This is an optimization exercise on Yosys and OpenROAD, whose aim is a short achievable clock period and few clock cycles, not a production implementation. In this exercise RTL edits were held to simulation tests only and were not proved equivalent to the original. No activity file was given, so power comes from the tool's default toggle rates.

exp/garnet:
==> flow/design.v (excerpt) <==
module cpu (
    input  logic       CLOCK
  , input  logic       RESET
  , input  logic [7:0] read_bus
  , output logic [3:0] ctrl_bus
  , output logic [7:0] addr_bus
  , output logic [7:0] write_bus
  , output logic [7:0] OUT
);
Size in the first run: roughly 2500 cells after synthesis, roughly 360 flip-flops, roughly 38 I/O pins, roughly 19000 um^2 of cells after synthesis.
make LEC_CHECK=0 CAP_MARGIN=20 CORE_MARGIN=2 CORE_UTILIZATION=30 SETUP_SLACK_MARGIN=2.5 SLEW_MARGIN=20 finish   # period 4.0 ns
run.sh (not shown) runs the stock make flow with config.mk's settings and CLKGATE_MAP_FILE= SYNTH_SCRIPT=/design/flow/synth_recipe.tcl, a recipe that flattens the netlist after the stock synthesis.
Testbench counts of exp/garnet, summed over its fixed seeds: cycles 23,184.
[inputs] exp/cedar vs exp/garnet
# exp/garnet
export LEC_CHECK = 0
export CAP_MARGIN = 20
export CORE_MARGIN = 2
export CORE_UTILIZATION = 30
export SETUP_SLACK_MARGIN = 2.5
export SLEW_MARGIN = 20
create_clock -name core_clock -period 4.0 [get_ports {CLOCK}]
# exp/cedar
export LEC_CHECK = 0
export CAP_MARGIN = 20
export CORE_MARGIN = 2
export CORE_UTILIZATION = 45
export SETUP_SLACK_MARGIN = 2.5
export SLEW_MARGIN = 20
export TNS_END_PERCENT = 100
create_clock -name core_clock -period 4.0 [get_ports {CLOCK}]
Findings:
- The met1 wire length on exp/cedar is in line with that on exp/garnet.
- Per the comparison of exp/cedar with exp/garnet, wire length rose by 1.6%, clock network latency to the later pin of the worst-skew pair shows no meaningful change, clock network fraction of total power has decreased.
- Diff exp/cedar..exp/garnet | total power of the final layout | negligible
- Compared exp/cedar against exp/garnet; clock slew seen by the registers of the worst setup and hold paths within noise.
- Run comparison: exp/cedar uppermost metal layer occupied by signal nets met5; exp/garnet uppermost metal layer occupied by signal nets met4
- Taking exp/garnet as the reference point, the wire length of the first global-routing pass of exp/cedar falls by 2.3 mm.
- exp/garnet → exp/cedar: global-route usage up 14 points; total met2 wirelength after detailed routing went down.
For exp/indigo, these inputs were changed with respect to exp/cedar:
# exp/cedar
export LEC_CHECK = 0
export CAP_MARGIN = 20
export CORE_MARGIN = 2
export CORE_UTILIZATION = 45
export SETUP_SLACK_MARGIN = 2.5
export SLEW_MARGIN = 20
export TNS_END_PERCENT = 100
create_clock -name core_clock -period 4.0 [get_ports {CLOCK}]
# exp/indigo
export LEC_CHECK = 0
export CAP_MARGIN = 20
export CORE_MARGIN = 2
export CORE_UTILIZATION = 55
export SETUP_SLACK_MARGIN = 2.5
export SLEW_MARGIN = 20
create_clock -name core_clock -period 4.0 [get_ports {CLOCK}]
Findings:
| power density relative to cell area | higher: exp/indigo |
A end point of the critical path of s0[0] is what exp/indigo shows, while wd_q[7] belongs to exp/cedar.
| combinational share of power | exp/indigo vs exp/cedar | 1.4 points lower |
| number of antenna violations at the first check in global routing | exp/indigo vs exp/cedar | 1 higher |
Per the comparison of exp/indigo with exp/cedar, wire length per cell higher, wire length up 0.64%, floorplan core area has decreased.
> inputs changed (exp/indigo -> exp/tundra)
# exp/indigo
export LEC_CHECK = 0
export CAP_MARGIN = 20
export CORE_MARGIN = 2
export CORE_UTILIZATION = 55
export SETUP_SLACK_MARGIN = 2.5
export SLEW_MARGIN = 20
create_clock -name core_clock -period 4.0 [get_ports {CLOCK}]
# exp/tundra
export LEC_CHECK = 0
export CAP_MARGIN = 20
export CORE_MARGIN = 2
export CORE_UTILIZATION = 40
export SETUP_SLACK_MARGIN = 2.5
export SLEW_MARGIN = 20
create_clock -name core_clock -period 4.0 [get_ports {CLOCK}]
Results
Diff exp/indigo -> exp/tundra: fill cell total of the finished layout +2205; clock skew -30 ps; fraction of the mapped netlist area in adder cells ~0 delta; global-route track usage on met2 -19 points; wire length of the first global-routing pass -3.6%. In exp/tundra, the via count of the first global-routing pass came out 4.1% below the value in exp/indigo. exp/indigo → exp/tundra: design area went down about 4%, non-filler instance count after layout picked up an extra 3.9%, data arrival at the endpoint of the critical path fell 100 ps, worst slack on hold paths went down 8.5 ps.
Modified inputs, exp/nickel compared to exp/tundra
# exp/tundra
export LEC_CHECK = 0
export CAP_MARGIN = 20
export CORE_MARGIN = 2
export CORE_UTILIZATION = 40
export SETUP_SLACK_MARGIN = 2.5
export SLEW_MARGIN = 20
create_clock -name core_clock -period 4.0 [get_ports {CLOCK}]
# exp/nickel
export LEC_CHECK = 0
export CAP_MARGIN = 20
export CORE_MARGIN = 2
export CORE_UTILIZATION = 40
export SETUP_SLACK_MARGIN = 2.25
export SLEW_MARGIN = 20
create_clock -name core_clock -period 4.0 [get_ports {CLOCK}]
Notes after the runs:
- The run showing the greater number of detailed-route iterations in the first pass is exp/tundra.
- Compared with exp/tundra, exp/nickel shows buffers inserted during post-CTS setup optimization that has gone down by more than 10%.
- | post-layout total power | lower: exp/nickel |

[static timing again, ports no longer ideal]
How much do the figures lean on ideal ports? The routed layouts below were timed once more, with nothing changed but the port constraints. Step 1: set_driving_cell puts a clkbuf_16 on CLOCK and a buf_2 on each other input, an assumption about the parent block. Step 2 adds t to the input delays and takes it off the output delays; t is the mean of the earliest and latest rising clock arrival at the registers after step 1. Input paths then give back, and output paths get back, about the clock's delay inside the block. a / b / c = ideal / step 1 / step 2; a / b = the first two.
| run | t, ns | slack for setup (ns) | clock arrival spread, ns |
|---|---|---|---|
| exp/garnet | 0.639 | 1.025 / 1.025 / 1.025 | 0.030 / 0.029 |
| exp/cedar | 0.644 | 1.381 / 1.381 / 1.134 | 0.033 / 0.032 |
| exp/indigo | 0.661 | 1.365 / 1.365 / 1.088 | 0.049 / 0.049 |
| exp/tundra | 0.628 | 1.392 / 1.392 / 1.084 | 0.013 / 0.014 |
| exp/nickel | 0.629 | 1.433 / 1.433 / 1.040 | 0.016 / 0.015 |
After both steps every run listed still meets setup and hold. The setup slack of exp/nickel, which loses most, moves by 0.000 ns with the drivers and by -0.393 ns with both steps.
